This is an optimization exercise on Yosys and OpenROAD, whose aim is small area, a short achievable clock period and few clock cycles per item, not a production implementation.
Function was checked by simulation only, so behaviour that the tests miss may differ from the original.

==> flow/design.v <==
module RC6dynamicRotFun(
    input   wire    [4:0]   inRotValue,
    input   wire    [31:0]  inData,
    output  wire    [31:0]  outData
    );
wire [31:0] r0 = inRotValue[0] ? {inData[30:0], inData[31]} : inData;
wire [31:0] r1 = inRotValue[1] ? {r0[29:0], r0[31:30]} : r0;
wire [31:0] r2 = inRotValue[2] ? {r1[27:0], r1[31:28]} : r1;
wire [31:0] r3 = inRotValue[3] ? {r2[23:0], r2[31:24]} : r2;
assign outData = inRotValue[4] ? {r3[15:0], r3[31:16]} : r3;
endmodule
module RC6keyExpansion #(parameter W = 32) (
    input   wire    [W-1:0]  inA,
    input   wire    [W-1:0]  inB,
    output  wire    [W-1:0]  outSum0,
    output  wire    [W-1:0]  outSum1
    );
wire [W-1:0] p = inA ^ inB;
wire [W-1:0] g0 = inA & inB;
wire [W-1:0] p0 = p;
wire [W-1:0] g1, p1, g2, p2, g3, p3, g4, p4, g5, p5;
genvar i;
generate
    for (i = 0; i < W; i = i + 1) begin : g_ks
        if (i >= 1) begin : g_l1
            assign g1[i] = g0[i] | (p0[i] & g0[i-1]);
            assign p1[i] = p0[i] & p0[i-1];
        end else begin : g_l1n
            assign g1[i] = g0[i];
            assign p1[i] = p0[i];
        end
        if (i >= 2) begin : g_l2
            assign g2[i] = g1[i] | (p1[i] & g1[i-2]);
            assign p2[i] = p1[i] & p1[i-2];
        end else begin : g_l2n
            assign g2[i] = g1[i];
            assign p2[i] = p1[i];
        end
        if (i >= 4) begin : g_l3
            assign g3[i] = g2[i] | (p2[i] & g2[i-4]);
            assign p3[i] = p2[i] & p2[i-4];
        end else begin : g_l3n
            assign g3[i] = g2[i];
            assign p3[i] = p2[i];
        end
        if (i >= 8) begin : g_l4
            assign g4[i] = g3[i] | (p3[i] & g3[i-8]);
            assign p4[i] = p3[i] & p3[i-8];
        end else begin : g_l4n
            assign g4[i] = g3[i];
            assign p4[i] = p3[i];
        end
        if (i >= 16) begin : g_l5
            assign g5[i] = g4[i] | (p4[i] & g4[i-16]);
            assign p5[i] = p4[i] & p4[i-16];
        end else begin : g_l5n
            assign g5[i] = g4[i];
            assign p5[i] = p4[i];
        end
    end
endgenerate
assign outSum0 = p ^ {g5[W-2:0], 1'b0};
assign outSum1 = p ^ {g5[W-2:0] | p5[W-2:0], 1'b1};
endmodule
module RC6keyReg #(parameter W = 29) (
    input   wire    [W-1:0]  inA,
    input   wire    [W-1:0]  inB,
    output  wire             outCarry
    );
wire [W-1:0] g0 = inA & inB;
wire [W-1:0] p0 = inA ^ inB;
wire [W-1:0] g1, p1, g2, p2, g3, p3, g4, p4, g5;
genvar i;
generate
    for (i = 0; i < W; i = i + 1) begin : g_ks
        if (i >= 1) begin : g_l1
            assign g1[i] = g0[i] | (p0[i] & g0[i-1]);
            assign p1[i] = p0[i] & p0[i-1];
        end else begin : g_l1n
            assign g1[i] = g0[i];
            assign p1[i] = p0[i];
        end
        if (i >= 2) begin : g_l2
            assign g2[i] = g1[i] | (p1[i] & g1[i-2]);
            assign p2[i] = p1[i] & p1[i-2];
        end else begin : g_l2n
            assign g2[i] = g1[i];
            assign p2[i] = p1[i];
        end
        if (i >= 4) begin : g_l3
            assign g3[i] = g2[i] | (p2[i] & g2[i-4]);
            assign p3[i] = p2[i] & p2[i-4];
        end else begin : g_l3n
            assign g3[i] = g2[i];
            assign p3[i] = p2[i];
        end
        if (i >= 8) begin : g_l4
            assign g4[i] = g3[i] | (p3[i] & g3[i-8]);
            assign p4[i] = p3[i] & p3[i-8];
        end else begin : g_l4n
            assign g4[i] = g3[i];
            assign p4[i] = p3[i];
        end
        if (i >= 16) begin : g_l5
            assign g5[i] = g4[i] | (p4[i] & g4[i-16]);
        end else begin : g_l5n
            assign g5[i] = g4[i];
        end
    end
endgenerate
assign outCarry = g5[W-1];
endmodule
module RC6control #(parameter W = 1) (
    input   wire            inSel,
    input   wire    [W-1:0] inData0,
    input   wire    [W-1:0] inData1,
    output  wire    [W-1:0] outData
    );
assign outData = inSel ? inData1 : inData0;
endmodule
module RC6round(
    input  wire [31:0] inData,
    output wire [31:0] outData
    );
wire w1 = (inData[11] & inData[12]) ^ (inData[0] & inData[24]);
wire w2 = (inData[11] & inData[12]) & (inData[0] & inData[24]);
wire w3 = (inData[13] & ~inData[12]) ^ (inData[0] & inData[25]) ^ (inData[1] & inData[24]);
wire w4 = ((inData[13] & ~inData[12]) & (inData[0] & inData[25])) | ((inData[13] & ~inData[12]) & (inData[1] & inData[24])) | ((inData[0] & inData[25]) & (inData[1] & inData[24]));
wire w5 = (inData[12] & inData[13]) ^ (inData[0] & inData[26]) ^ (inData[1] & inData[25]);
wire w6 = ((inData[12] & inData[13]) & (inData[0] & inData[26])) | ((inData[12] & inData[13]) & (inData[1] & inData[25])) | ((inData[0] & inData[26]) & (inData[1] & inData[25]));
wire w7 = (inData[2] & inData[24]) ^ (inData[3] & inData[23]);
wire w8 = (inData[2] & inData[24]) & (inData[3] & inData[23]);
wire w9 = (inData[14] & ~inData[13]) ^ (inData[0] & inData[27]) ^ (inData[1] & inData[26]);
wire w10 = ((inData[14] & ~inData[13]) & (inData[0] & inData[27])) | ((inData[14] & ~inData[13]) & (inData[1] & inData[26])) | ((inData[0] & inData[27]) & (inData[1] & inData[26]));
wire w11 = (inData[2] & inData[25]) ^ (inData[3] & inData[24]) ^ (inData[4] & inData[23]);
wire w12 = ((inData[2] & inData[25]) & (inData[3] & inData[24])) | ((inData[2] & inData[25]) & (inData[4] & inData[23])) | ((inData[3] & inData[24]) & (inData[4] & inData[23]));
wire w13 = (inData[13] & inData[14]) ^ (inData[0] & inData[28]) ^ (inData[1] & inData[27]);
wire w14 = ((inData[13] & inData[14]) & (inData[0] & inData[28])) | ((inData[13] & inData[14]) & (inData[1] & inData[27])) | ((inData[0] & inData[28]) & (inData[1] & inData[27]));
wire w15 = (inData[2] & inData[26]) ^ (inData[3] & inData[25]) ^ (inData[4] & inData[24]);
wire w16 = ((inData[2] & inData[26]) & (inData[3] & inData[25])) | ((inData[2] & inData[26]) & (inData[4] & inData[24])) | ((inData[3] & inData[25]) & (inData[4] & inData[24]));
wire w17 = (inData[5] & inData[23]) ^ (inData[6] & inData[22]);
wire w18 = (inData[5] & inData[23]) & (inData[6] & inData[22]);
wire w19 = (inData[15] & ~inData[14]) ^ (inData[0] & inData[29]) ^ (inData[1] & inData[28]);
wire w21 = (inData[2] & inData[27]) ^ (inData[3] & inData[26]) ^ (inData[4] & inData[25]);
wire w23 = (inData[5] & inData[24]) ^ (inData[6] & inData[23]) ^ (inData[7] & inData[22]);
wire w25 = (inData[7] & inData[8]) ^ (inData[0] & inData[16]);
wire w26 = (inData[7] & inData[8]) & (inData[0] & inData[16]);
wire w27 = (inData[9] & ~inData[8]) ^ (inData[0] & inData[17]) ^ (inData[1] & inData[16]);
wire w28 = ((inData[9] & ~inData[8]) & (inData[0] & inData[17])) | ((inData[9] & ~inData[8]) & (inData[1] & inData[16])) | ((inData[0] & inData[17]) & (inData[1] & inData[16]));
wire w29 = (inData[8] & inData[9]) ^ (inData[0] & inData[18]) ^ (inData[1] & inData[17]);
wire w30 = ((inData[8] & inData[9]) & (inData[0] & inData[18])) | ((inData[8] & inData[9]) & (inData[1] & inData[17])) | ((inData[0] & inData[18]) & (inData[1] & inData[17]));
wire w31 = (inData[2] & inData[16]) ^ (inData[3] & inData[15]);
wire w32 = (inData[2] & inData[16]) & (inData[3] & inData[15]);
wire w33 = (inData[10] & ~inData[9]) ^ (inData[0] & inData[19]) ^ (inData[1] & inData[18]);
wire w34 = ((inData[10] & ~inData[9]) & (inData[0] & inData[19])) | ((inData[10] & ~inData[9]) & (inData[1] & inData[18])) | ((inData[0] & inData[19]) & (inData[1] & inData[18]));
wire w35 = (inData[2] & inData[17]) ^ (inData[3] & inData[16]) ^ (inData[4] & inData[15]);
wire w36 = ((inData[2] & inData[17]) & (inData[3] & inData[16])) | ((inData[2] & inData[17]) & (inData[4] & inData[15])) | ((inData[3] & inData[16]) & (inData[4] & inData[15]));
wire w37 = (inData[9] & inData[10]) ^ (inData[0] & inData[20]) ^ (inData[1] & inData[19]);
wire w38 = ((inData[9] & inData[10]) & (inData[0] & inData[20])) | ((inData[9] & inData[10]) & (inData[1] & inData[19])) | ((inData[0] & inData[20]) & (inData[1] & inData[19]));
wire w39 = (inData[2] & inData[18]) ^ (inData[3] & inData[17]) ^ (inData[4] & inData[16]);
wire w40 = ((inData[2] & inData[18]) & (inData[3] & inData[17])) | ((inData[2] & inData[18]) & (inData[4] & inData[16])) | ((inData[3] & inData[17]) & (inData[4] & inData[16]));
wire w41 = (inData[5] & inData[15]) ^ (inData[6] & inData[14]);
wire w42 = (inData[5] & inData[15]) & (inData[6] & inData[14]);
wire w43 = (inData[11] & ~inData[10]) ^ (inData[0] & inData[21]) ^ (inData[1] & inData[20]);
wire w44 = ((inData[11] & ~inData[10]) & (inData[0] & inData[21])) | ((inData[11] & ~inData[10]) & (inData[1] & inData[20])) | ((inData[0] & inData[21]) & (inData[1] & inData[20]));
wire w45 = (inData[2] & inData[19]) ^ (inData[3] & inData[18]) ^ (inData[4] & inData[17]);
wire w46 = ((inData[2] & inData[19]) & (inData[3] & inData[18])) | ((inData[2] & inData[19]) & (inData[4] & inData[17])) | ((inData[3] & inData[18]) & (inData[4] & inData[17]));
wire w47 = (inData[5] & inData[16]) ^ (inData[6] & inData[15]) ^ (inData[7] & inData[14]);
wire w48 = ((inData[5] & inData[16]) & (inData[6] & inData[15])) | ((inData[5] & inData[16]) & (inData[7] & inData[14])) | ((inData[6] & inData[15]) & (inData[7] & inData[14]));
wire w49 = (inData[10] & inData[11]) ^ (inData[0] & inData[22]) ^ (inData[1] & inData[21]);
wire w50 = ((inData[10] & inData[11]) & (inData[0] & inData[22])) | ((inData[10] & inData[11]) & (inData[1] & inData[21])) | ((inData[0] & inData[22]) & (inData[1] & inData[21]));
wire w51 = (inData[2] & inData[20]) ^ (inData[3] & inData[19]) ^ (inData[4] & inData[18]);
wire w52 = ((inData[2] & inData[20]) & (inData[3] & inData[19])) | ((inData[2] & inData[20]) & (inData[4] & inData[18])) | ((inData[3] & inData[19]) & (inData[4] & inData[18]));
wire w53 = (inData[5] & inData[17]) ^ (inData[6] & inData[16]) ^ (inData[7] & inData[15]);
wire w54 = ((inData[5] & inData[17]) & (inData[6] & inData[16])) | ((inData[5] & inData[17]) & (inData[7] & inData[15])) | ((inData[6] & inData[16]) & (inData[7] & inData[15]));
wire w55 = (inData[8] & inData[14]) ^ (inData[9] & inData[13]);
wire w56 = (inData[8] & inData[14]) & (inData[9] & inData[13]);
wire w57 = (inData[12] & ~inData[11]) ^ (inData[0] & inData[23]) ^ (inData[1] & inData[22]);
wire w58 = ((inData[12] & ~inData[11]) & (inData[0] & inData[23])) | ((inData[12] & ~inData[11]) & (inData[1] & inData[22])) | ((inData[0] & inData[23]) & (inData[1] & inData[22]));
wire w59 = (inData[2] & inData[21]) ^ (inData[3] & inData[20]) ^ (inData[4] & inData[19]);
wire w60 = ((inData[2] & inData[21]) & (inData[3] & inData[20])) | ((inData[2] & inData[21]) & (inData[4] & inData[19])) | ((inData[3] & inData[20]) & (inData[4] & inData[19]));
wire w61 = (inData[5] & inData[18]) ^ (inData[6] & inData[17]) ^ (inData[7] & inData[16]);
wire w62 = ((inData[5] & inData[18]) & (inData[6] & inData[17])) | ((inData[5] & inData[18]) & (inData[7] & inData[16])) | ((inData[6] & inData[17]) & (inData[7] & inData[16]));
wire w63 = (inData[8] & inData[15]) ^ (inData[9] & inData[14]) ^ (inData[10] & inData[13]);
wire w64 = ((inData[8] & inData[15]) & (inData[9] & inData[14])) | ((inData[8] & inData[15]) & (inData[10] & inData[13])) | ((inData[9] & inData[14]) & (inData[10] & inData[13]));
wire w65 = (inData[1] & inData[23]) ^ (inData[2] & inData[22]) ^ (inData[3] & inData[21]);
wire w66 = ((inData[1] & inData[23]) & (inData[2] & inData[22])) | ((inData[1] & inData[23]) & (inData[3] & inData[21])) | ((inData[2] & inData[22]) & (inData[3] & inData[21]));
wire w67 = (inData[4] & inData[20]) ^ (inData[5] & inData[19]) ^ (inData[6] & inData[18]);
wire w68 = ((inData[4] & inData[20]) & (inData[5] & inData[19])) | ((inData[4] & inData[20]) & (inData[6] & inData[18])) | ((inData[5] & inData[19]) & (inData[6] & inData[18]));
wire w69 = (inData[7] & inData[17]) ^ (inData[8] & inData[16]) ^ (inData[9] & inData[15]);
wire w70 = ((inData[7] & inData[17]) & (inData[8] & inData[16])) | ((inData[7] & inData[17]) & (inData[9] & inData[15])) | ((inData[8] & inData[16]) & (inData[9] & inData[15]));
wire w71 = (inData[10] & inData[14]) ^ (inData[11] & inData[13]) ^ inData[26];
wire w72 = ((inData[10] & inData[14]) & (inData[11] & inData[13])) | ((inData[10] & inData[14]) & inData[26]) | ((inData[11] & inData[13]) & inData[26]);
wire w73 = (inData[2] & inData[23]) ^ (inData[3] & inData[22]) ^ (inData[4] & inData[21]);
wire w74 = ((inData[2] & inData[23]) & (inData[3] & inData[22])) | ((inData[2] & inData[23]) & (inData[4] & inData[21])) | ((inData[3] & inData[22]) & (inData[4] & inData[21]));
wire w75 = (inData[5] & inData[20]) ^ (inData[6] & inData[19]) ^ (inData[7] & inData[18]);
wire w76 = ((inData[5] & inData[20]) & (inData[6] & inData[19])) | ((inData[5] & inData[20]) & (inData[7] & inData[18])) | ((inData[6] & inData[19]) & (inData[7] & inData[18]));
wire w77 = (inData[8] & inData[17]) ^ (inData[9] & inData[16]) ^ (inData[10] & inData[15]);
wire w78 = ((inData[8] & inData[17]) & (inData[9] & inData[16])) | ((inData[8] & inData[17]) & (inData[10] & inData[15])) | ((inData[9] & inData[16]) & (inData[10] & inData[15]));
wire w79 = (inData[11] & inData[14]) ^ inData[27] ^ w3;
wire w80 = ((inData[11] & inData[14]) & inData[27]) | ((inData[11] & inData[14]) & w3) | (inData[27] & w3);
wire w81 = (inData[4] & inData[22]) ^ (inData[5] & inData[21]) ^ (inData[6] & inData[20]);
wire w82 = ((inData[4] & inData[22]) & (inData[5] & inData[21])) | ((inData[4] & inData[22]) & (inData[6] & inData[20])) | ((inData[5] & inData[21]) & (inData[6] & inData[20]));
wire w83 = (inData[7] & inData[19]) ^ (inData[8] & inData[18]) ^ (inData[9] & inData[17]);
wire w84 = ((inData[7] & inData[19]) & (inData[8] & inData[18])) | ((inData[7] & inData[19]) & (inData[9] & inData[17])) | ((inData[8] & inData[18]) & (inData[9] & inData[17]));
wire w85 = (inData[10] & inData[16]) ^ (inData[11] & inData[15]) ^ (inData[12] & inData[14]);
wire w86 = ((inData[10] & inData[16]) & (inData[11] & inData[15])) | ((inData[10] & inData[16]) & (inData[12] & inData[14])) | ((inData[11] & inData[15]) & (inData[12] & inData[14]));
wire w87 = inData[28] ^ w5 ^ w7;
wire w88 = (inData[28] & w5) | (inData[28] & w7) | (w5 & w7);
wire w89 = (inData[5] & inData[22]) ^ (inData[6] & inData[21]) ^ (inData[7] & inData[20]);
wire w90 = ((inData[5] & inData[22]) & (inData[6] & inData[21])) | ((inData[5] & inData[22]) & (inData[7] & inData[20])) | ((inData[6] & inData[21]) & (inData[7] & inData[20]));
wire w91 = (inData[8] & inData[19]) ^ (inData[9] & inData[18]) ^ (inData[10] & inData[17]);
wire w92 = ((inData[8] & inData[19]) & (inData[9] & inData[18])) | ((inData[8] & inData[19]) & (inData[10] & inData[17])) | ((inData[9] & inData[18]) & (inData[10] & inData[17]));
wire w93 = (inData[11] & inData[16]) ^ (inData[12] & inData[15]) ^ inData[29];
wire w94 = ((inData[11] & inData[16]) & (inData[12] & inData[15])) | ((inData[11] & inData[16]) & inData[29]) | ((inData[12] & inData[15]) & inData[29]);
wire w95 = w9 ^ w11 ^ w6;
wire w96 = (w9 & w11) | (w9 & w6) | (w11 & w6);
wire w97 = (inData[7] & inData[21]) ^ (inData[8] & inData[20]) ^ (inData[9] & inData[19]);
wire w98 = ((inData[7] & inData[21]) & (inData[8] & inData[20])) | ((inData[7] & inData[21]) & (inData[9] & inData[19])) | ((inData[8] & inData[20]) & (inData[9] & inData[19]));
wire w99 = (inData[10] & inData[18]) ^ (inData[11] & inData[17]) ^ (inData[12] & inData[16]);
wire w100 = ((inData[10] & inData[18]) & (inData[11] & inData[17])) | ((inData[10] & inData[18]) & (inData[12] & inData[16])) | ((inData[11] & inData[17]) & (inData[12] & inData[16]));
wire w101 = (inData[13] & inData[15]) ^ inData[30] ^ w13;
wire w102 = ((inData[13] & inData[15]) & inData[30]) | ((inData[13] & inData[15]) & w13) | (inData[30] & w13);
wire w103 = w15 ^ w17 ^ w10;
wire w104 = (w15 & w17) | (w15 & w10) | (w17 & w10);
wire w105 = (inData[8] & inData[21]) ^ (inData[9] & inData[20]) ^ (inData[10] & inData[19]);
wire w107 = (inData[11] & inData[18]) ^ (inData[12] & inData[17]) ^ (inData[13] & inData[16]);
wire w109 = inData[31] ^ w19 ^ w21;
wire w111 = w23 ^ w14 ^ w16;
wire w113 = (inData[4] & inData[5]) ^ (inData[0] & inData[10]);
wire w114 = (inData[4] & inData[5]) & (inData[0] & inData[10]);
wire w115 = (inData[6] & ~inData[5]) ^ (inData[0] & inData[11]) ^ (inData[1] & inData[10]);
wire w116 = ((inData[6] & ~inData[5]) & (inData[0] & inData[11])) | ((inData[6] & ~inData[5]) & (inData[1] & inData[10])) | ((inData[0] & inData[11]) & (inData[1] & inData[10]));
wire w117 = (inData[5] & inData[6]) ^ (inData[0] & inData[12]) ^ (inData[1] & inData[11]);
wire w118 = ((inData[5] & inData[6]) & (inData[0] & inData[12])) | ((inData[5] & inData[6]) & (inData[1] & inData[11])) | ((inData[0] & inData[12]) & (inData[1] & inData[11]));
wire w119 = (inData[2] & inData[10]) ^ (inData[3] & inData[9]);
wire w120 = (inData[2] & inData[10]) & (inData[3] & inData[9]);
wire w121 = (inData[7] & ~inData[6]) ^ (inData[0] & inData[13]) ^ (inData[1] & inData[12]);
wire w122 = ((inData[7] & ~inData[6]) & (inData[0] & inData[13])) | ((inData[7] & ~inData[6]) & (inData[1] & inData[12])) | ((inData[0] & inData[13]) & (inData[1] & inData[12]));
wire w123 = (inData[2] & inData[11]) ^ (inData[3] & inData[10]) ^ (inData[4] & inData[9]);
wire w124 = ((inData[2] & inData[11]) & (inData[3] & inData[10])) | ((inData[2] & inData[11]) & (inData[4] & inData[9])) | ((inData[3] & inData[10]) & (inData[4] & inData[9]));
wire w125 = (inData[6] & inData[7]) ^ (inData[0] & inData[14]) ^ (inData[1] & inData[13]);
wire w126 = ((inData[6] & inData[7]) & (inData[0] & inData[14])) | ((inData[6] & inData[7]) & (inData[1] & inData[13])) | ((inData[0] & inData[14]) & (inData[1] & inData[13]));
wire w127 = (inData[2] & inData[12]) ^ (inData[3] & inData[11]) ^ (inData[4] & inData[10]);
wire w128 = ((inData[2] & inData[12]) & (inData[3] & inData[11])) | ((inData[2] & inData[12]) & (inData[4] & inData[10])) | ((inData[3] & inData[11]) & (inData[4] & inData[10]));
wire w129 = (inData[5] & inData[9]) ^ (inData[6] & inData[8]);
wire w130 = (inData[5] & inData[9]) & (inData[6] & inData[8]);
wire w131 = (inData[8] & ~inData[7]) ^ (inData[0] & inData[15]) ^ (inData[1] & inData[14]);
wire w132 = ((inData[8] & ~inData[7]) & (inData[0] & inData[15])) | ((inData[8] & ~inData[7]) & (inData[1] & inData[14])) | ((inData[0] & inData[15]) & (inData[1] & inData[14]));
wire w133 = (inData[2] & inData[13]) ^ (inData[3] & inData[12]) ^ (inData[4] & inData[11]);
wire w134 = ((inData[2] & inData[13]) & (inData[3] & inData[12])) | ((inData[2] & inData[13]) & (inData[4] & inData[11])) | ((inData[3] & inData[12]) & (inData[4] & inData[11]));
wire w135 = (inData[5] & inData[10]) ^ (inData[6] & inData[9]) ^ inData[17];
wire w136 = ((inData[5] & inData[10]) & (inData[6] & inData[9])) | ((inData[5] & inData[10]) & inData[17]) | ((inData[6] & inData[9]) & inData[17]);
wire w137 = (inData[1] & inData[15]) ^ (inData[2] & inData[14]) ^ (inData[3] & inData[13]);
wire w138 = ((inData[1] & inData[15]) & (inData[2] & inData[14])) | ((inData[1] & inData[15]) & (inData[3] & inData[13])) | ((inData[2] & inData[14]) & (inData[3] & inData[13]));
wire w139 = (inData[4] & inData[12]) ^ (inData[5] & inData[11]) ^ (inData[6] & inData[10]);
wire w140 = ((inData[4] & inData[12]) & (inData[5] & inData[11])) | ((inData[4] & inData[12]) & (inData[6] & inData[10])) | ((inData[5] & inData[11]) & (inData[6] & inData[10]));
wire w141 = (inData[7] & inData[9]) ^ inData[18] ^ w25;
wire w142 = ((inData[7] & inData[9]) & inData[18]) | ((inData[7] & inData[9]) & w25) | (inData[18] & w25);
wire w143 = (inData[2] & inData[15]) ^ (inData[3] & inData[14]) ^ (inData[4] & inData[13]);
wire w144 = ((inData[2] & inData[15]) & (inData[3] & inData[14])) | ((inData[2] & inData[15]) & (inData[4] & inData[13])) | ((inData[3] & inData[14]) & (inData[4] & inData[13]));
wire w145 = (inData[5] & inData[12]) ^ (inData[6] & inData[11]) ^ (inData[7] & inData[10]);
wire w146 = ((inData[5] & inData[12]) & (inData[6] & inData[11])) | ((inData[5] & inData[12]) & (inData[7] & inData[10])) | ((inData[6] & inData[11]) & (inData[7] & inData[10]));
wire w147 = inData[19] ^ w27 ^ w26;
wire w148 = (inData[19] & w27) | (inData[19] & w26) | (w27 & w26);
wire w149 = (inData[4] & inData[14]) ^ (inData[5] & inData[13]) ^ (inData[6] & inData[12]);
wire w150 = ((inData[4] & inData[14]) & (inData[5] & inData[13])) | ((inData[4] & inData[14]) & (inData[6] & inData[12])) | ((inData[5] & inData[13]) & (inData[6] & inData[12]));
wire w151 = (inData[7] & inData[11]) ^ (inData[8] & inData[10]) ^ inData[20];
wire w152 = ((inData[7] & inData[11]) & (inData[8] & inData[10])) | ((inData[7] & inData[11]) & inData[20]) | ((inData[8] & inData[10]) & inData[20]);
wire w153 = w29 ^ w31 ^ w28;
wire w154 = (w29 & w31) | (w29 & w28) | (w31 & w28);
wire w155 = (inData[5] & inData[14]) ^ (inData[6] & inData[13]) ^ (inData[7] & inData[12]);
wire w156 = ((inData[5] & inData[14]) & (inData[6] & inData[13])) | ((inData[5] & inData[14]) & (inData[7] & inData[12])) | ((inData[6] & inData[13]) & (inData[7] & inData[12]));
wire w157 = (inData[8] & inData[11]) ^ inData[21] ^ w33;
wire w158 = ((inData[8] & inData[11]) & inData[21]) | ((inData[8] & inData[11]) & w33) | (inData[21] & w33);
wire w159 = w35 ^ w30 ^ w32;
wire w160 = (w35 & w30) | (w35 & w32) | (w30 & w32);
wire w161 = (inData[7] & inData[13]) ^ (inData[8] & inData[12]) ^ (inData[9] & inData[11]);
wire w162 = ((inData[7] & inData[13]) & (inData[8] & inData[12])) | ((inData[7] & inData[13]) & (inData[9] & inData[11])) | ((inData[8] & inData[12]) & (inData[9] & inData[11]));
wire w163 = inData[22] ^ w37 ^ w39;
wire w164 = (inData[22] & w37) | (inData[22] & w39) | (w37 & w39);
wire w165 = w41 ^ w34 ^ w36;
wire w166 = (w41 & w34) | (w41 & w36) | (w34 & w36);
wire w167 = (inData[8] & inData[13]) ^ (inData[9] & inData[12]) ^ inData[23];
wire w168 = ((inData[8] & inData[13]) & (inData[9] & inData[12])) | ((inData[8] & inData[13]) & inData[23]) | ((inData[9] & inData[12]) & inData[23]);
wire w169 = w43 ^ w45 ^ w47;
wire w170 = (w43 & w45) | (w43 & w47) | (w45 & w47);
wire w171 = w38 ^ w40 ^ w42;
wire w172 = (w38 & w40) | (w38 & w42) | (w40 & w42);
wire w173 = (inData[10] & inData[12]) ^ inData[24] ^ w49;
wire w174 = ((inData[10] & inData[12]) & inData[24]) | ((inData[10] & inData[12]) & w49) | (inData[24] & w49);
wire w175 = w51 ^ w53 ^ w55;
wire w176 = (w51 & w53) | (w51 & w55) | (w53 & w55);
wire w177 = w44 ^ w46 ^ w48;
wire w178 = (w44 & w46) | (w44 & w48) | (w46 & w48);
wire w179 = inData[25] ^ w57 ^ w59;
wire w180 = (inData[25] & w57) | (inData[25] & w59) | (w57 & w59);
wire w181 = w61 ^ w63 ^ w50;
wire w182 = (w61 & w63) | (w61 & w50) | (w63 & w50);
wire w183 = w52 ^ w54 ^ w56;
wire w184 = (w52 & w54) | (w52 & w56) | (w54 & w56);
wire w185 = w1 ^ w65 ^ w67;
wire w186 = (w1 & w65) | (w1 & w67) | (w65 & w67);
wire w187 = w69 ^ w71 ^ w58;
wire w188 = (w69 & w71) | (w69 & w58) | (w71 & w58);
wire w189 = w60 ^ w62 ^ w64;
wire w190 = (w60 & w62) | (w60 & w64) | (w62 & w64);
wire w191 = w2 ^ w73 ^ w75;
wire w192 = (w2 & w73) | (w2 & w75) | (w73 & w75);
wire w193 = w77 ^ w79 ^ w66;
wire w194 = (w77 & w79) | (w77 & w66) | (w79 & w66);
wire w195 = w68 ^ w70 ^ w72;
wire w196 = (w68 & w70) | (w68 & w72) | (w70 & w72);
wire w197 = w4 ^ w81 ^ w83;
wire w198 = (w4 & w81) | (w4 & w83) | (w81 & w83);
wire w199 = w85 ^ w87 ^ w74;
wire w200 = (w85 & w87) | (w85 & w74) | (w87 & w74);
wire w201 = w76 ^ w78 ^ w80;
wire w202 = (w76 & w78) | (w76 & w80) | (w78 & w80);
wire w203 = w8 ^ w89 ^ w91;
wire w204 = (w8 & w89) | (w8 & w91) | (w89 & w91);
wire w205 = w93 ^ w95 ^ w82;
wire w206 = (w93 & w95) | (w93 & w82) | (w95 & w82);
wire w207 = w84 ^ w86 ^ w88;
wire w208 = (w84 & w86) | (w84 & w88) | (w86 & w88);
wire w209 = w12 ^ w97 ^ w99;
wire w210 = (w12 & w97) | (w12 & w99) | (w97 & w99);
wire w211 = w101 ^ w103 ^ w90;
wire w212 = (w101 & w103) | (w101 & w90) | (w103 & w90);
wire w213 = w92 ^ w94 ^ w96;
wire w214 = (w92 & w94) | (w92 & w96) | (w94 & w96);
wire w215 = w18 ^ w105 ^ w107;
wire w217 = w109 ^ w111 ^ w98;
wire w219 = w100 ^ w102 ^ w104;
wire w221 = (inData[2] & inData[3]) ^ (inData[0] & inData[6]);
wire w222 = (inData[2] & inData[3]) & (inData[0] & inData[6]);
wire w223 = (inData[4] & ~inData[3]) ^ (inData[0] & inData[7]) ^ (inData[1] & inData[6]);
wire w224 = ((inData[4] & ~inData[3]) & (inData[0] & inData[7])) | ((inData[4] & ~inData[3]) & (inData[1] & inData[6])) | ((inData[0] & inData[7]) & (inData[1] & inData[6]));
wire w225 = (inData[3] & inData[4]) ^ (inData[0] & inData[8]) ^ (inData[1] & inData[7]);
wire w226 = ((inData[3] & inData[4]) & (inData[0] & inData[8])) | ((inData[3] & inData[4]) & (inData[1] & inData[7])) | ((inData[0] & inData[8]) & (inData[1] & inData[7]));
wire w227 = (inData[2] & inData[6]) ^ (inData[3] & inData[5]);
wire w228 = (inData[2] & inData[6]) & (inData[3] & inData[5]);
wire w229 = (inData[5] & ~inData[4]) ^ (inData[0] & inData[9]) ^ (inData[1] & inData[8]);
wire w230 = ((inData[5] & ~inData[4]) & (inData[0] & inData[9])) | ((inData[5] & ~inData[4]) & (inData[1] & inData[8])) | ((inData[0] & inData[9]) & (inData[1] & inData[8]));
wire w231 = (inData[2] & inData[7]) ^ (inData[3] & inData[6]) ^ inData[11];
wire w232 = ((inData[2] & inData[7]) & (inData[3] & inData[6])) | ((inData[2] & inData[7]) & inData[11]) | ((inData[3] & inData[6]) & inData[11]);
wire w233 = (inData[1] & inData[9]) ^ (inData[2] & inData[8]) ^ (inData[3] & inData[7]);
wire w234 = ((inData[1] & inData[9]) & (inData[2] & inData[8])) | ((inData[1] & inData[9]) & (inData[3] & inData[7])) | ((inData[2] & inData[8]) & (inData[3] & inData[7]));
wire w235 = (inData[4] & inData[6]) ^ inData[12] ^ w113;
wire w236 = ((inData[4] & inData[6]) & inData[12]) | ((inData[4] & inData[6]) & w113) | (inData[12] & w113);
wire w237 = (inData[2] & inData[9]) ^ (inData[3] & inData[8]) ^ (inData[4] & inData[7]);
wire w238 = ((inData[2] & inData[9]) & (inData[3] & inData[8])) | ((inData[2] & inData[9]) & (inData[4] & inData[7])) | ((inData[3] & inData[8]) & (inData[4] & inData[7]));
wire w239 = inData[13] ^ w115 ^ w114;
wire w240 = (inData[13] & w115) | (inData[13] & w114) | (w115 & w114);
wire w241 = (inData[4] & inData[8]) ^ (inData[5] & inData[7]) ^ inData[14];
wire w242 = ((inData[4] & inData[8]) & (inData[5] & inData[7])) | ((inData[4] & inData[8]) & inData[14]) | ((inData[5] & inData[7]) & inData[14]);
wire w243 = w117 ^ w119 ^ w116;
wire w244 = (w117 & w119) | (w117 & w116) | (w119 & w116);
wire w245 = (inData[5] & inData[8]) ^ inData[15] ^ w121;
wire w246 = ((inData[5] & inData[8]) & inData[15]) | ((inData[5] & inData[8]) & w121) | (inData[15] & w121);
wire w247 = w123 ^ w118 ^ w120;
wire w248 = (w123 & w118) | (w123 & w120) | (w118 & w120);
wire w249 = inData[16] ^ w125 ^ w127;
wire w250 = (inData[16] & w125) | (inData[16] & w127) | (w125 & w127);
wire w251 = w129 ^ w122 ^ w124;
wire w252 = (w129 & w122) | (w129 & w124) | (w122 & w124);
wire w253 = w131 ^ w133 ^ w135;
wire w254 = (w131 & w133) | (w131 & w135) | (w133 & w135);
wire w255 = w126 ^ w128 ^ w130;
wire w256 = (w126 & w128) | (w126 & w130) | (w128 & w130);
wire w257 = w137 ^ w139 ^ w141;
wire w258 = (w137 & w139) | (w137 & w141) | (w139 & w141);
wire w259 = w132 ^ w134 ^ w136;
wire w260 = (w132 & w134) | (w132 & w136) | (w134 & w136);
wire w261 = w143 ^ w145 ^ w147;
wire w262 = (w143 & w145) | (w143 & w147) | (w145 & w147);
wire w263 = w138 ^ w140 ^ w142;
wire w264 = (w138 & w140) | (w138 & w142) | (w140 & w142);
wire w265 = w149 ^ w151 ^ w153;
wire w266 = (w149 & w151) | (w149 & w153) | (w151 & w153);
wire w267 = w144 ^ w146 ^ w148;
wire w268 = (w144 & w146) | (w144 & w148) | (w146 & w148);
wire w269 = w155 ^ w157 ^ w159;
wire w270 = (w155 & w157) | (w155 & w159) | (w157 & w159);
wire w271 = w150 ^ w152 ^ w154;
wire w272 = (w150 & w152) | (w150 & w154) | (w152 & w154);
wire w273 = w161 ^ w163 ^ w165;
wire w274 = (w161 & w163) | (w161 & w165) | (w163 & w165);
wire w275 = w156 ^ w158 ^ w160;
wire w276 = (w156 & w158) | (w156 & w160) | (w158 & w160);
wire w277 = w167 ^ w169 ^ w171;
wire w278 = (w167 & w169) | (w167 & w171) | (w169 & w171);
wire w279 = w162 ^ w164 ^ w166;
wire w280 = (w162 & w164) | (w162 & w166) | (w164 & w166);
wire w281 = w173 ^ w175 ^ w177;
wire w282 = (w173 & w175) | (w173 & w177) | (w175 & w177);
wire w283 = w168 ^ w170 ^ w172;
wire w284 = (w168 & w170) | (w168 & w172) | (w170 & w172);
wire w285 = w179 ^ w181 ^ w183;
wire w286 = (w179 & w181) | (w179 & w183) | (w181 & w183);
wire w287 = w174 ^ w176 ^ w178;
wire w288 = (w174 & w176) | (w174 & w178) | (w176 & w178);
wire w289 = w185 ^ w187 ^ w189;
wire w290 = (w185 & w187) | (w185 & w189) | (w187 & w189);
wire w291 = w180 ^ w182 ^ w184;
wire w292 = (w180 & w182) | (w180 & w184) | (w182 & w184);
wire w293 = w191 ^ w193 ^ w195;
wire w294 = (w191 & w193) | (w191 & w195) | (w193 & w195);
wire w295 = w186 ^ w188 ^ w190;
wire w296 = (w186 & w188) | (w186 & w190) | (w188 & w190);
wire w297 = w197 ^ w199 ^ w201;
wire w298 = (w197 & w199) | (w197 & w201) | (w199 & w201);
wire w299 = w192 ^ w194 ^ w196;
wire w300 = (w192 & w194) | (w192 & w196) | (w194 & w196);
wire w301 = w203 ^ w205 ^ w207;
wire w302 = (w203 & w205) | (w203 & w207) | (w205 & w207);
wire w303 = w198 ^ w200 ^ w202;
wire w304 = (w198 & w200) | (w198 & w202) | (w200 & w202);
wire w305 = w209 ^ w211 ^ w213;
wire w306 = (w209 & w211) | (w209 & w213) | (w211 & w213);
wire w307 = w204 ^ w206 ^ w208;
wire w308 = (w204 & w206) | (w204 & w208) | (w206 & w208);
wire w309 = w215 ^ w217 ^ w219;
wire w311 = w210 ^ w212 ^ w214;
wire w313 = (inData[1] & inData[2]) ^ (inData[0] & inData[4]);
wire w314 = (inData[1] & inData[2]) & (inData[0] & inData[4]);
wire w315 = (inData[3] & ~inData[2]) ^ (inData[0] & inData[5]) ^ (inData[1] & inData[4]);
wire w316 = ((inData[3] & ~inData[2]) & (inData[0] & inData[5])) | ((inData[3] & ~inData[2]) & (inData[1] & inData[4])) | ((inData[0] & inData[5]) & (inData[1] & inData[4]));
wire w317 = (inData[1] & inData[5]) ^ (inData[2] & inData[4]) ^ inData[8];
wire w318 = ((inData[1] & inData[5]) & (inData[2] & inData[4])) | ((inData[1] & inData[5]) & inData[8]) | ((inData[2] & inData[4]) & inData[8]);
wire w319 = (inData[2] & inData[5]) ^ inData[9] ^ w223;
wire w320 = ((inData[2] & inData[5]) & inData[9]) | ((inData[2] & inData[5]) & w223) | (inData[9] & w223);
wire w321 = inData[10] ^ w225 ^ w227;
wire w322 = (inData[10] & w225) | (inData[10] & w227) | (w225 & w227);
wire w323 = w229 ^ w231 ^ w226;
wire w324 = (w229 & w231) | (w229 & w226) | (w231 & w226);
wire w325 = w233 ^ w235 ^ w230;
wire w326 = (w233 & w235) | (w233 & w230) | (w235 & w230);
wire w327 = w237 ^ w239 ^ w234;
wire w328 = (w237 & w239) | (w237 & w234) | (w239 & w234);
wire w329 = w241 ^ w243 ^ w238;
wire w330 = (w241 & w243) | (w241 & w238) | (w243 & w238);
wire w331 = w245 ^ w247 ^ w242;
wire w332 = (w245 & w247) | (w245 & w242) | (w247 & w242);
wire w333 = w249 ^ w251 ^ w246;
wire w334 = (w249 & w251) | (w249 & w246) | (w251 & w246);
wire w335 = w253 ^ w255 ^ w250;
wire w336 = (w253 & w255) | (w253 & w250) | (w255 & w250);
wire w337 = w257 ^ w259 ^ w254;
wire w338 = (w257 & w259) | (w257 & w254) | (w259 & w254);
wire w339 = w261 ^ w263 ^ w258;
wire w340 = (w261 & w263) | (w261 & w258) | (w263 & w258);
wire w341 = w265 ^ w267 ^ w262;
wire w342 = (w265 & w267) | (w265 & w262) | (w267 & w262);
wire w343 = w269 ^ w271 ^ w266;
wire w344 = (w269 & w271) | (w269 & w266) | (w271 & w266);
wire w345 = w273 ^ w275 ^ w270;
wire w346 = (w273 & w275) | (w273 & w270) | (w275 & w270);
wire w347 = w277 ^ w279 ^ w274;
wire w348 = (w277 & w279) | (w277 & w274) | (w279 & w274);
wire w349 = w281 ^ w283 ^ w278;
wire w350 = (w281 & w283) | (w281 & w278) | (w283 & w278);
wire w351 = w285 ^ w287 ^ w282;
wire w352 = (w285 & w287) | (w285 & w282) | (w287 & w282);
wire w353 = w289 ^ w291 ^ w286;
wire w354 = (w289 & w291) | (w289 & w286) | (w291 & w286);
wire w355 = w293 ^ w295 ^ w290;
wire w356 = (w293 & w295) | (w293 & w290) | (w295 & w290);
wire w357 = w297 ^ w299 ^ w294;
wire w358 = (w297 & w299) | (w297 & w294) | (w299 & w294);
wire w359 = w301 ^ w303 ^ w298;
wire w360 = (w301 & w303) | (w301 & w298) | (w303 & w298);
wire w361 = w305 ^ w307 ^ w302;
wire w362 = (w305 & w307) | (w305 & w302) | (w307 & w302);
wire w363 = w309 ^ w311 ^ w306;
wire w365 = (inData[0] & inData[1]) ^ (inData[0] & inData[2]);
wire w366 = (inData[0] & inData[1]) & (inData[0] & inData[2]);
wire w367 = (inData[2] & ~inData[1]) ^ (inData[0] & inData[3]) ^ inData[5];
wire w368 = ((inData[2] & ~inData[1]) & (inData[0] & inData[3])) | ((inData[2] & ~inData[1]) & inData[5]) | ((inData[0] & inData[3]) & inData[5]);
wire w369 = (inData[1] & inData[3]) ^ inData[6] ^ w313;
wire w370 = ((inData[1] & inData[3]) & inData[6]) | ((inData[1] & inData[3]) & w313) | (inData[6] & w313);
wire w371 = inData[7] ^ w315 ^ w314;
wire w372 = (inData[7] & w315) | (inData[7] & w314) | (w315 & w314);
wire w373 = w221 ^ w317 ^ w316;
wire w374 = (w221 & w317) | (w221 & w316) | (w317 & w316);
wire w375 = w222 ^ w319 ^ w318;
wire w376 = (w222 & w319) | (w222 & w318) | (w319 & w318);
wire w377 = w224 ^ w321 ^ w320;
wire w378 = (w224 & w321) | (w224 & w320) | (w321 & w320);
wire w379 = w228 ^ w323 ^ w322;
wire w380 = (w228 & w323) | (w228 & w322) | (w323 & w322);
wire w381 = w232 ^ w325 ^ w324;
wire w382 = (w232 & w325) | (w232 & w324) | (w325 & w324);
wire w383 = w236 ^ w327 ^ w326;
wire w384 = (w236 & w327) | (w236 & w326) | (w327 & w326);
wire w385 = w240 ^ w329 ^ w328;
wire w386 = (w240 & w329) | (w240 & w328) | (w329 & w328);
wire w387 = w244 ^ w331 ^ w330;
wire w388 = (w244 & w331) | (w244 & w330) | (w331 & w330);
wire w389 = w248 ^ w333 ^ w332;
wire w390 = (w248 & w333) | (w248 & w332) | (w333 & w332);
wire w391 = w252 ^ w335 ^ w334;
wire w392 = (w252 & w335) | (w252 & w334) | (w335 & w334);
wire w393 = w256 ^ w337 ^ w336;
wire w394 = (w256 & w337) | (w256 & w336) | (w337 & w336);
wire w395 = w260 ^ w339 ^ w338;
wire w396 = (w260 & w339) | (w260 & w338) | (w339 & w338);
wire w397 = w264 ^ w341 ^ w340;
wire w398 = (w264 & w341) | (w264 & w340) | (w341 & w340);
wire w399 = w268 ^ w343 ^ w342;
wire w400 = (w268 & w343) | (w268 & w342) | (w343 & w342);
wire w401 = w272 ^ w345 ^ w344;
wire w402 = (w272 & w345) | (w272 & w344) | (w345 & w344);
wire w403 = w276 ^ w347 ^ w346;
wire w404 = (w276 & w347) | (w276 & w346) | (w347 & w346);
wire w405 = w280 ^ w349 ^ w348;
wire w406 = (w280 & w349) | (w280 & w348) | (w349 & w348);
wire w407 = w284 ^ w351 ^ w350;
wire w408 = (w284 & w351) | (w284 & w350) | (w351 & w350);
wire w409 = w288 ^ w353 ^ w352;
wire w410 = (w288 & w353) | (w288 & w352) | (w353 & w352);
wire w411 = w292 ^ w355 ^ w354;
wire w412 = (w292 & w355) | (w292 & w354) | (w355 & w354);
wire w413 = w296 ^ w357 ^ w356;
wire w414 = (w296 & w357) | (w296 & w356) | (w357 & w356);
wire w415 = w300 ^ w359 ^ w358;
wire w416 = (w300 & w359) | (w300 & w358) | (w359 & w358);
wire w417 = w304 ^ w361 ^ w360;
wire w418 = (w304 & w361) | (w304 & w360) | (w361 & w360);
wire w419 = w308 ^ w363 ^ w362;
wire [31:0] ra = {w419 , w417 , w415 , w413 , w411 , w409 , w407 , w405 , w403 , w401 , w399 , w397 , w395 , w393 , w391 , w389 , w387 , w385 , w383 , w381 , w379 , w377 , w375 , w373 , w371 , w369 , w367 , inData[4] , (inData[1] & ~inData[0]) , inData[2] , inData[0] , inData[0]};
wire [31:0] rb = {w418 , w416 , w414 , w412 , w410 , w408 , w406 , w404 , w402 , w400 , w398 , w396 , w394 , w392 , w390 , w388 , w386 , w384 , w382 , w380 , w378 , w376 , w374 , w372 , w370 , w368 , w366 , w365 , inData[3] , 1'b0 , inData[1] , 1'b0};
wire [31:0] sum = ra + rb;
assign outData = {sum[26:0], sum[31:27]};
endmodule
module RC6encryption(
	input		wire			  	inClk,
	input		wire				inReset,
	input		wire				inKeyWr,
	input		wire				inDataWr,
	input 	wire 	[127:0] 	inData,
	input		wire	[255:0] 	inKey,
	output 	wire 	[127:0] 	outData,
	output	wire				outBusy
	);
localparam [31:0] P32 = 32'hB7E15163;
localparam [31:0] Q32 = 32'h9E3779B9;
function [31:0] bswap(input [31:0] x);
	bswap = {x[7:0], x[15:8], x[23:16], x[31:24]};
endfunction
function [31:0] rotl3(input [31:0] x);
	rotl3 = {x[28:0], x[31:29]};
endfunction
reg			busy;
reg	[7:0]	cnt;
reg			pass1n;		 
reg			stepY;		 
reg			pre;		 
reg			post;		 
reg			noTU;		 
reg			zS;			 
wire		last = (cnt == 8'd131);
wire	[7:0]	cntn = cnt + 8'd1;
wire		run = busy && !inReset && !last;	 
wire		start = !busy && inKeyWr && inDataWr && !inReset;
always @(posedge inClk) begin
	if (inReset)
		busy <= 1'b0;
	else if (!busy)
		busy <= inKeyWr & inDataWr;
	else if (last)
		busy <= 1'b0;
	cnt		<= run ? cntn : 8'd0;
	pass1n	<= run ? (cntn < 8'd43) : 1'b1;
	stepY	<= run && (((cntn >= 8'd90) && !cntn[0]) || (cntn == 8'd131));
	pre		<= run && (cntn == 8'd90);
	post	<= run && (cntn == 8'd131);
	noTU	<= run && ((cntn == 8'd90) || (cntn == 8'd131));
	zS		<= run && ((cntn == 8'd88) || (cntn == 8'd129));
end
assign outBusy = busy;
reg	[31:0]	d0, d1, d2, d3;	 
reg	[31:0]	sr [0:42];	 
reg	[31:0]	lr [0:7];	 
reg	[31:0]	pc;			 
reg	[31:0]	SA;			 
reg	[31:0]	Br;			 
wire	[31:0]	x = SA;
wire	[31:0]	y = Br;
wire	[31:0]	L = lr[0];
wire	[28:0]	lo = x[28:0] + y[28:0];
wire			c29;
RC6keyReg #(.W(29)) _c29(.inA(x[28:0]), .inB(y[28:0]), .outCarry(c29));
wire	[2:0]		hi0 = x[31:29] + y[31:29];
wire	[2:0]		hi1 = hi0 + 3'd1;
wire	[3:0]		w = {1'b0, L[2:0]} + {1'b0, y[2:0]};
wire	[3:0]		wl0 = {1'b0, w[2:0]} + {1'b0, hi0};
wire	[3:0]		wl1 = {1'b0, w[2:0]} + {1'b0, hi1};
wire	[3:0]		wl;
RC6control #(.W(4)) _mwl(.inSel(c29), .inData0(wl0), .inData1(wl1), .outData(wl));
wire	[28:0]	b1 = L[31:3], b2 = y[31:3], b3 = x[28:0], b4 = y[28:0];
wire	[28:0]	bh = b1 ^ b2 ^ b3;
wire	[28:0]	bk = {((b1[27:0] & b2[27:0]) | (b1[27:0] & b3[27:0]) | (b2[27:0] & b3[27:0])), w[3]};
wire	[28:0]	bu = bh ^ bk ^ b4;
wire	[28:0]	bv = {((bh[27:0] & bk[27:0]) | (bh[27:0] & b4[27:0]) | (bk[27:0] & b4[27:0])), 1'b0};
wire	[28:0]	bs0, bs1;
RC6keyExpansion #(.W(29)) _addB(.inA(bu), .inB(bv), .outSum0(bs0), .outSum1(bs1));
wire	[28:0]	bs;
RC6control #(.W(29)) _mbs(.inSel(wl[3]), .inData0(bs0), .inData1(bs1), .outData(bs));
wire	[31:0]	s2 = {bs, wl[2:0]};
wire	[4:0]		rk0 = {lo[1:0], hi0} + y[4:0];
wire	[4:0]		rk1 = {lo[1:0], hi1} + y[4:0];
wire	[4:0]		rk;
RC6control #(.W(5)) _mrk(.inSel(c29), .inData0(rk0), .inData1(rk1), .outData(rk));
wire	[31:0]	Bn;
RC6dynamicRotFun _rotB(.inRotValue(rk), .inData(s2), .outData(Bn));
wire	[31:0]	Snext = pass1n ? pc : (post ? d2 : sr[0]);
wire	[3:0]		ql0 = {1'b0, Snext[2:0]} + {1'b0, hi0};
wire	[3:0]		ql1 = {1'b0, Snext[2:0]} + {1'b0, hi1};
wire	[3:0]		ql;
RC6control #(.W(4)) _mql(.inSel(c29), .inData0(ql0), .inData1(ql1), .outData(ql));
wire	[28:0]	q1 = Snext[31:3], q2 = x[28:0], q3 = y[28:0];
wire	[28:0]	qh = q1 ^ q2 ^ q3;
wire	[28:0]	qk = {((q1[27:0] & q2[27:0]) | (q1[27:0] & q3[27:0]) | (q2[27:0] & q3[27:0])), 1'b0};
wire	[28:0]	qs0, qs1;
RC6keyExpansion #(.W(29)) _addA(.inA(qh), .inB(qk), .outSum0(qs0), .outSum1(qs1));
wire	[28:0]	qs;
RC6control #(.W(29)) _mqs(.inSel(ql[3]), .inData0(qs0), .inData1(qs1), .outData(qs));
wire	[31:0]	SAn = {qs, ql[2:0]};
wire	[31:0]	An = {lo[28:0], c29 ? hi1 : hi0};
integer n;
always @(posedge inClk) begin
	for (n = 0; n < 42; n = n + 1)
		sr[n] <= sr[n + 1];
	sr[42] <= An;
	for (n = 0; n < 7; n = n + 1)
		lr[n] <= busy ? lr[n + 1] : bswap(inKey[255 - 32 * n -: 32]);
	lr[7] <= busy ? Bn : bswap(inKey[31:0]);
	pc <= busy ? pc + Q32 : P32 + Q32;
	SA <= busy ? SAn : P32;
	Br <= busy ? Bn : 32'd0;
end
reg	[31:0]	d1s, d3s;			 
reg	[31:0]	T, U;
wire	[31:0]	ft, fu;
RC6round _fB(.inData(d1s), .outData(ft));
RC6round _fD(.inData(d3s), .outData(fu));
wire	[31:0]	K0 = noTU ? sr[42] : sr[41];
wire	[31:0]	K2 = pre ? sr[41] : sr[42];
wire	[31:0]	r0, r2;
RC6dynamicRotFun _rot0(.inRotValue(U[4:0]), .inData(d0 ^ T), .outData(r0));
RC6dynamicRotFun _rot2(.inRotValue(T[4:0]), .inData(d2 ^ U), .outData(r2));
wire	[31:0]	a0 = r0 + K0;
wire	[31:0]	a2 = r2 + K2;
always @(posedge inClk) begin
	T <= ft;
	U <= fu;
	d1s <= zS ? 32'd0 : a2;
	d3s <= zS ? 32'd0 : a0;
	if (start) begin
		d0 <= inData[31:0];
		d1 <= inData[127:96];
		d2 <= inData[95:64];
		d3 <= inData[63:32];
	end else if (stepY) begin
		d0 <= d1;
		d1 <= post ? SAn : a2;
		d2 <= d3;
		d3 <= a0;
	end
end
assign outData = {bswap(d3), bswap(d0), bswap(d1), bswap(d2)};
endmodule
==> flow/flow/run.sh <==
#!/bin/bash
# The standard ORFS layout (the standard.sh: unchanged synthesis and steps)
# with two knobs the settings list does not offer:
#  - the port buffers that every input and output gets are buf_2 cells.
set -euo pipefail
bash standard.sh SETUP_SLACK_MARGIN=14.45 "BUFFER_PORTS_ARGS=-buffer_cell sky130_fd_sc_hd__buf_2" finish > standard.log 2>&1
==> flow/standard.sh <==
#!/bin/bash
# synth_recipe.tcl (not shown) runs the flow's synth.tcl, then flattens the netlist and writes it again
# the make line also repeats each setting of config.mk as NAME=value (left out here)
make -C /OpenROAD-flow-scripts/flow DESIGN_CONFIG=/design/flow/config.mk WORK_HOME=/design/flow/orfs CLKGATE_MAP_FILE= SYNTH_SCRIPT=/design/flow/synth_recipe.tcl "${@:-finish}"
==> flow/config.mk <==
export PLATFORM = sky130hd
export DESIGN_NAME = RC6encryption
export DESIGN_NICKNAME = RC6encryption
export VERILOG_FILES = /design/flow/design.v
export SDC_FILE = /design/flow/constraint.sdc
export NUM_CORES = 4
export LEC_CHECK = 0
export CAP_MARGIN = 25
export CORE_MARGIN = 2
export CORE_UTILIZATION = 55
export CTS_CLUSTER_DIAMETER = 65
export CTS_CLUSTER_SIZE = 30
export SLEW_MARGIN = 25
export SYNTH_HIERARCHICAL = 1
==> flow/constraint.sdc <==
create_clock -name core_clock -period 20.0 [get_ports {inClk}]
set_input_delay 4.0000 -clock core_clock [delete_from_list [all_inputs] [get_ports {inClk}]]
set_output_delay 4.0000 -clock core_clock [all_outputs]
set_load 0.01 [all_outputs]
==> reports/summary.txt, run 1 <==
max FFs per register -> 1376
RSZ-0062 raised after global routing -> true
hold-fix buffers at CTS -> 0
clk slew on worst S/H paths -> 100 ps
Starting Density -> 0.554
Avg Cell Area, Syn -> 12.0 sq um
Max Clock Freq -> 181 MHz
Post-Syn Area -> 84200 sq um
drt total wl -> 226 mm
CTS Root Buffer Type -> clkbuf_16
status -> timing/DRC/antenna clean
Die X -> 395 microns
Worst-Skew Late Latency -> 800 ps
core area -> 152000 sq um
Post-synth EDFFs -> 128
CP peak stage delay -> 560 ps
antenna violations before repair -> 16
final number of max-transition violations -> 0
total of max-cap violations -> 0
Die H -> 395 microns
CTS tree -> yes
CP delay by family, top -> flip-flops
Worst Setup Start Kind -> register
IO buf count -> 516
worst hold path class -> reg2reg
global-route usage over all layers -> 0.286
Area Overhead vs Synth -> 11.0%
Final Wtd Congestion -> 0.956
# IOs -> 517
First-pass DRT Iterations -> 5
largest reg by FF count -> sr
DIE AREA -> 156000 sq um
Place WS -> 13410 ps
first-pass GRT wire length -> 335 mm
area post-placement -> 88300 sq um
top flop regs -> sr: 1376 flops, lr: 256 flops
Worst-Margin Slew -> 1010 ps
vias per cell -> 5.52
crit-path max FO -> 2
Yosys cell types -> 104
critical path cell sequence -> buf_6
CTS sink count -> 1999
final net count -> 8616
H-Tree Depth -> 3
final core occ -> 0.615
1st-iter DRT viols -> 4382
Critical Path AT -> 1530 ps
crit path kind -> reg2out
Clock Skews -> 109 ps
period utilisation layout -> 0.277
Post-DRT Antenna Nets -> 0
layout cells sized above 1 -> 0.223
Final setup viols -> 0
final setup TNS -> 0 ps
vias in the first global route -> 52600
clock period minus worst slack -> 5530 ps
cells after synthesis -> 7025
slowest CP cell -> edfxtp_1
Yosys reg bits -> 1999
Setup WS post-layout -> 14470 ps
relative slew slack -> 0.330
CTS buffer count -> 108
largest net degree at the start of global routing -> 100
cell area after layout -> 93500 sq um
DPL Wire Length -> 171 mm
Via Count -> 52800
grt total ovfl -> 0
Avg WL per Cell -> 23.6 microns
crit end category -> primary output
CTS Buffer Depth -> 3
Worst Path Required -> 16000 ps
DRC -> 0
Post-synth top flop -> dfxtp_1
Fin. Hold Viols -> 0
sequential share of the synthesized area -> 0.491
num rows -> 143
Yosys warning total -> 9
CP bufs+invs -> 1
asr flop ratio synth -> 0
path summary, 6_finish.rpt:
path	from	endpoint	slack [ps]	cells after the start
setup / recovery	d0[6]	outData[94]	14470	1
hold / removal	sr[9][12]	sr[8][12]	300	0
hold reg to reg	sr[9][12]	sr[8][12]	300	0
setup reg to reg	d2[16]	d1[24]	14530	16
cells in the mapped netlist, types with 56 or more instances:
master    count  area, sq um
a21o_1      104          781
a21oi_1     262         1310
and2_1      259         1620
clkbuf_1    217          815
dfxtp_1    1871        37500
edfxtp_1    128         3840
fa_1        461         9230
ha_1        296         3700
inv_1       444         1670
mux2_2      469         5280
mux4_2      183         4120
nand2_1     659         2470
nand2b_1     56          350
nor2_1      248          931
o21ai_0     203         1020
xnor2_1     216         1890
xor2_1      195         1710
logic make-up (layout without fill, tap and decap cells):
group,after synthesis,in the layout,share of synthesized area
mux,723,723,0.123
xor+xnor,411,411,0.0428
simple gates,1494,1495,0.0840
fa+ha+maj,757,757,0.154
flops,1999,1999,0.491
compound gates,883,883,0.0685
other cells,1,5,0.0000445
buf+inv,757,1265,0.0375
metrics by stage:
| step | std cells | hold slack [ps] |
|---|---|---|
| final | 9568 | 305 |
| after global routing | 9567 | 286 |
| after CTS | 9550 | 289 |
| after detailed placement | 9311 | 312 |
| after global placement | 9311 | 310 |
| after floorplan | 7028 | 310 |
per-module statistics from Yosys (local to each module, per instance), excerpt:
module,copies in the design,area [sq um],flip-flops and latches,cells
RC6dynamicRotFun,3,1950,0,116
RC6encryption,1,57100,1999,4114
RC6round,2,7500,0,874
layer usage:
metal,track usage,wire (microns)
met5,0,44
met4,0.0987,8610
met3,0.0444,16200
met2,0.457,103000
met1,0.397,97300
layout by cell type, fill, tap and decap left out, types with 24 or more instances in the layout:
cell / n
xor2_1: 192
xnor2_1: 213
mux2i_1: 40
dfxtp_1: 1813
nand3_1: 55
and2_1: 259
ha_1: 282
buf_4: 93
mux2_2: 466
o211ai_1: 26
clkbuf_16: 111
o21ai_1: 40
a31oi_1: 24
inv_1: 441
buf_2: 513
nand4_1: 39
o21a_1: 26
fa_1: 461
nor2_1: 244
mux4_2: 183
nand2b_1: 55
o21ai_0: 196
edfxtp_1: 128
dfxtp_2: 41
nor2b_1: 41
a21oi_1: 259
a21o_1: 104
nand2_1: 659
o21bai_1: 27
nor3_1: 41
final cells by class:
type | count | area [sq um]
Fill cell | 12300 | 58400
Sequential cell | 1999 | 41400
Multi-Input combinational cell | 4273 | 40000
Timing Repair Buffer | 643 | 3840
Clock buffer | 112 | 2750
Tap cell | 2030 | 2540
Inverter | 446 | 1690
Clock inverter | 64 | 1220
Antenna cell | 1 | 2.50
what timing repair did:
item / 4_1_cts / 5_1_grt
gates cloned: 1 / 3
pin swaps: 1 / 9
setup buffers: 62 / 14
resized for setup: 52 / 117
hold endpoints to repair: 0 / 0
endpoints found under the setup margin: 213 / 160
Testbench counts, summed over its fixed seeds: cycles 42,560, items 320.
==> inputs of run 2 (changes only) <==
--- a/flow/config.mk
+++ b/flow/config.mk
@@ -7,8 +7,9 @@
 export LEC_CHECK = 0
-export CAP_MARGIN = 25
+export CAP_MARGIN = 30
 export CORE_MARGIN = 2
 export CORE_UTILIZATION = 55
-export CTS_CLUSTER_DIAMETER = 65
-export CTS_CLUSTER_SIZE = 30
-export SLEW_MARGIN = 25
+export CTS_CLUSTER_DIAMETER = 60
+export CTS_CLUSTER_SIZE = 25
+export GPL_ROUTABILITY_DRIVEN = 0
+export SLEW_MARGIN = 30
 export SYNTH_HIERARCHICAL = 1
==> reports/summary.txt, run 2 <==
Yosys reg bits -> 1999 (unchanged)
Clock Skews -> 96.0 ps (was 109 ps)
global-route usage over all layers -> 0.279 (was 0.286)
num rows -> 143 (unchanged)
First-pass DRT Iterations -> 6 (was 5)
antenna violations before repair -> 14 (was 16)
most common cell after layout, fill and taps aside -> dfxtp_1 (unchanged)
grt total ovfl -> 0 (unchanged)
final net count -> 8614 (was 8616)
1st-iter DRT viols -> 4559 (was 4382)
RSZ-0062 raised after global routing -> false (was true)
first-pass GRT wire length -> 328 mm (was 335 mm)
area of the multi-input gates -> 40000 sq um (about the same)
crit end category -> primary output (unchanged)
CP peak stage delay -> 530 ps (was 560 ps)
top flop regs -> sr: 1376 flops, lr: 256 flops (unchanged)
max FFs per register -> 1376 (unchanged)
largest net degree at the start of global routing -> 187 (was 100)
crit-path max FO -> 2 (unchanged)
CTS buffer count -> 121 (was 108)
sequential share of the synthesized area -> 0.491 (unchanged)
CTS sink count -> 1999 (unchanged)
Post-synth top flop -> dfxtp_1 (unchanged)
vias in the first global route -> 52100 (was 52600)
vias per cell -> 5.53 (was 5.52)
Post-Syn Area -> 84200 sq um (unchanged)
CTS Root Buffer Type -> clkbuf_16 (unchanged)
CP delay by family, top -> flip-flops (unchanged)
H-Tree Depth -> 3 (unchanged)
critical path cell sequence -> buf_2 (was buf_6)
Die X -> 395 microns (unchanged)
DPL Wire Length -> 167 mm (was 171 mm)
DRC -> 0 (unchanged)
largest reg by FF count -> sr (unchanged)
final number of max-transition violations -> 0 (unchanged)
hold-fix buffers at CTS -> 0 (unchanged)
cells after synthesis -> 7025 (unchanged)
total of max-cap violations -> 0 (unchanged)
Fin. Hold Viols -> 0 (unchanged)
clock period minus worst slack -> 5520 ps (was 5530 ps)
Worst-Skew Late Latency -> 820 ps (was 800 ps)
final setup TNS -> 0 ps (unchanged)
Final setup viols -> 0 (unchanged)
relative slew slack -> 0.359 (was 0.330)
ranking of synthesized cells by area -> dfxtp_1 (44%), fa_1 (11%), mux2_2 (6.3%) (unchanged)
Critical Path AT -> 1520 ps (was 1530 ps)
Reg area -> 41400 sq um (about the same)
Via Count -> 53000 (was 52800)
drt total wl -> 221 mm (was 226 mm)
Avg Cell Area, Syn -> 12.0 sq um (unchanged)
# IOs -> 517 (unchanged)
Synth area leader -> dfxtp_1 (unchanged)
most frequent cells in the layout -> dfxtp_1 (1814), nand2_1 (659), buf_2 (511), mux2_2 (466), fa_1 (460) (was dfxtp_1 (1813), nand2_1 (659), buf_2 (513), mux2_2 (466), fa_1 (461))
IO buf count -> 516 (unchanged)
Worst Setup Start Kind -> register (unchanged)
CP bufs+invs -> 1 (unchanged)
Avg WL per Cell -> 23.1 microns (was 23.6 microns)
share of the synthesized area in the top cell type -> 0.445 (unchanged)
CTS Buffer Depth -> 3 (unchanged)
CTS tree -> yes (unchanged)
final core occ -> 0.618 (was 0.615)
Post-DRT Antenna Nets -> 0 (unchanged)
DIE AREA -> 156000 sq um (unchanged)
Worst-Margin Slew -> 962 ps (was 1010 ps)
Fill cells -> 12300 (about the same)
Die H -> 395 microns (unchanged)
status -> timing/DRC/antenna clean (unchanged)
Worst Path Required -> 16000 ps (about the same)
core area -> 152000 sq um (unchanged)
most frequent cell after synthesis -> dfxtp_1 (unchanged)
Yosys cell types -> 104 (unchanged)
Starting Density -> 0.554 (unchanged)
crit path kind -> reg2out (unchanged)
layout cells sized above 1 -> 0.223 (about the same)
top post-synthesis cells by count -> dfxtp_1 (1871), nand2_1 (659), mux2_2 (469), fa_1 (461), inv_1 (444) (unchanged)
Area Overhead vs Synth -> 11.5% (was 11.0%)
Yosys warning total -> 9 (unchanged)
worst hold path class -> reg2reg (unchanged)
period utilisation layout -> 0.276 (was 0.277)
Post-synth EDFFs -> 128 (unchanged)
Max Clock Freq -> 181 MHz (about the same)
clk slew on worst S/H paths -> 90 ps (was 100 ps)
asr flop ratio synth -> 0 (unchanged)
slowest CP cell -> edfxtp_1 (unchanged)
==> run 2: changes by cell type in the layout (fill, tap and decap cells not counted), sizes merged <==
cell,change
inv,+4
diode,+2
clkinvlp,+1
bufinv,+1
nand2b,-1
clkinv,+2
bufbuf,-1
buf,-15
clkbuf,+19
==> run 2: logic make-up (layout without fill, tap and decap cells) <==
kind of cell / after synthesis / after routing / share of synthesized area
DFF: 1999 / 1999 / 0.491
buffers and inverters: 757 / 1276 / 0.0375
xor gates and xnor gates: 411 / 411 / 0.0428
other: 1 / 7 / 0.0000445
muxes: 723 / 723 / 0.123
and+or+nand+nor: 1494 / 1494 / 0.0840
adders and majority gates: 757 / 757 / 0.154
AOI/OAI and AO/OA: 883 / 883 / 0.0685
==> run 2: final cells by class <==
type,instances,area share
clock buffer,129,0.0328
timing repair buffer,629,0.0414
clock inverter,72,0.0134
tap,2030,0.0271
antenna,3,0.0000800
sequential,1999,0.441
inverter,446,0.0180
multi-input combinational,4272,0.426
==> run 2: final timing paths <==
check | startpoint | slack, ps | cells past startpoint | to
setup / recovery | d1[4] | 14480 | 1 | outData[60]
setup reg to reg | Br[29] | 14580 | 14 | lr[7][8]
hold reg to reg | sr[35][6] | 280 | 0 | sr[34][6]
hold / removal | sr[35][6] | 280 | 0 | sr[34][6]
==> run 2: what timing repair did <==
item / in CTS / in global routing
buffers inserted: 48 / 13
pin swaps: 1 / 5
hold endpoints to repair: 0 / 0
setup endpoints to repair: 220 / 111
gates cloned: 0 / 4
gates resized for setup: 44 / 114
==> run 2: per-stage QoR <==
stage | hold WS [ps] | setup WS (ps) | cells | cell area (sq um)
final | 276 | 14480 | 9580 | 93900
after CTS | 259 | 14250 | 9558 | 93200
after floorplan | 310 | 14330 | 7028 | 84200
after global routing | 265 | 14450 | 9577 | 93900
after global placement | 310 | 13390 | 9308 | 88200
after detailed placement | 312 | 13350 | 9309 | 88300
==> run 2: per-module statistics from Yosys (local to each module, per instance), a selection <==
module / cell area, sq um / copies in the design / flip-flops and latches
RC6round: 7500 / 2 / 0
RC6encryption: 57100 / 1 / 1999
RC6dynamicRotFun: 1950 / 3 / 0
==> run 2: per-layer routing <==
metal	vias up	global-route usage	wire length (microns)
li1	24400	-	-
met1	26000	0.386	95400
met2	2160	0.444	101000
met3	357	0.0493	16800
met4	18	0.0946	8180
met5	-	0	111

[separate check: timing with driven ports]
Ports are ideal in the flow. The routed layouts listed here were re-timed in OpenROAD. Step 1 assumes that a clkbuf_16 drives the clock port and a buf_2 every other input. Step 2 moves the port delays by t, midway between the first and last clock arrival at a register: inputs arrive t later, outputs are due t later. That takes back most of the time a late clock gives input paths. Slacks: ideal / step 1 / step 2; pairs: ideal / step 1.
run | t (ns) | slack for setup (ns) | cell pins on the clock port's net
run 1 | 0.833 | 14.468 / 14.385 / 13.812 | 1
run 2 | 0.861 | 14.477 / 14.390 / 13.840 | 1
After both steps setup and hold are still met in every run listed. The setup slack of run 1, which loses most, moves by -0.083 ns with the drivers and by -0.656 ns with both steps.
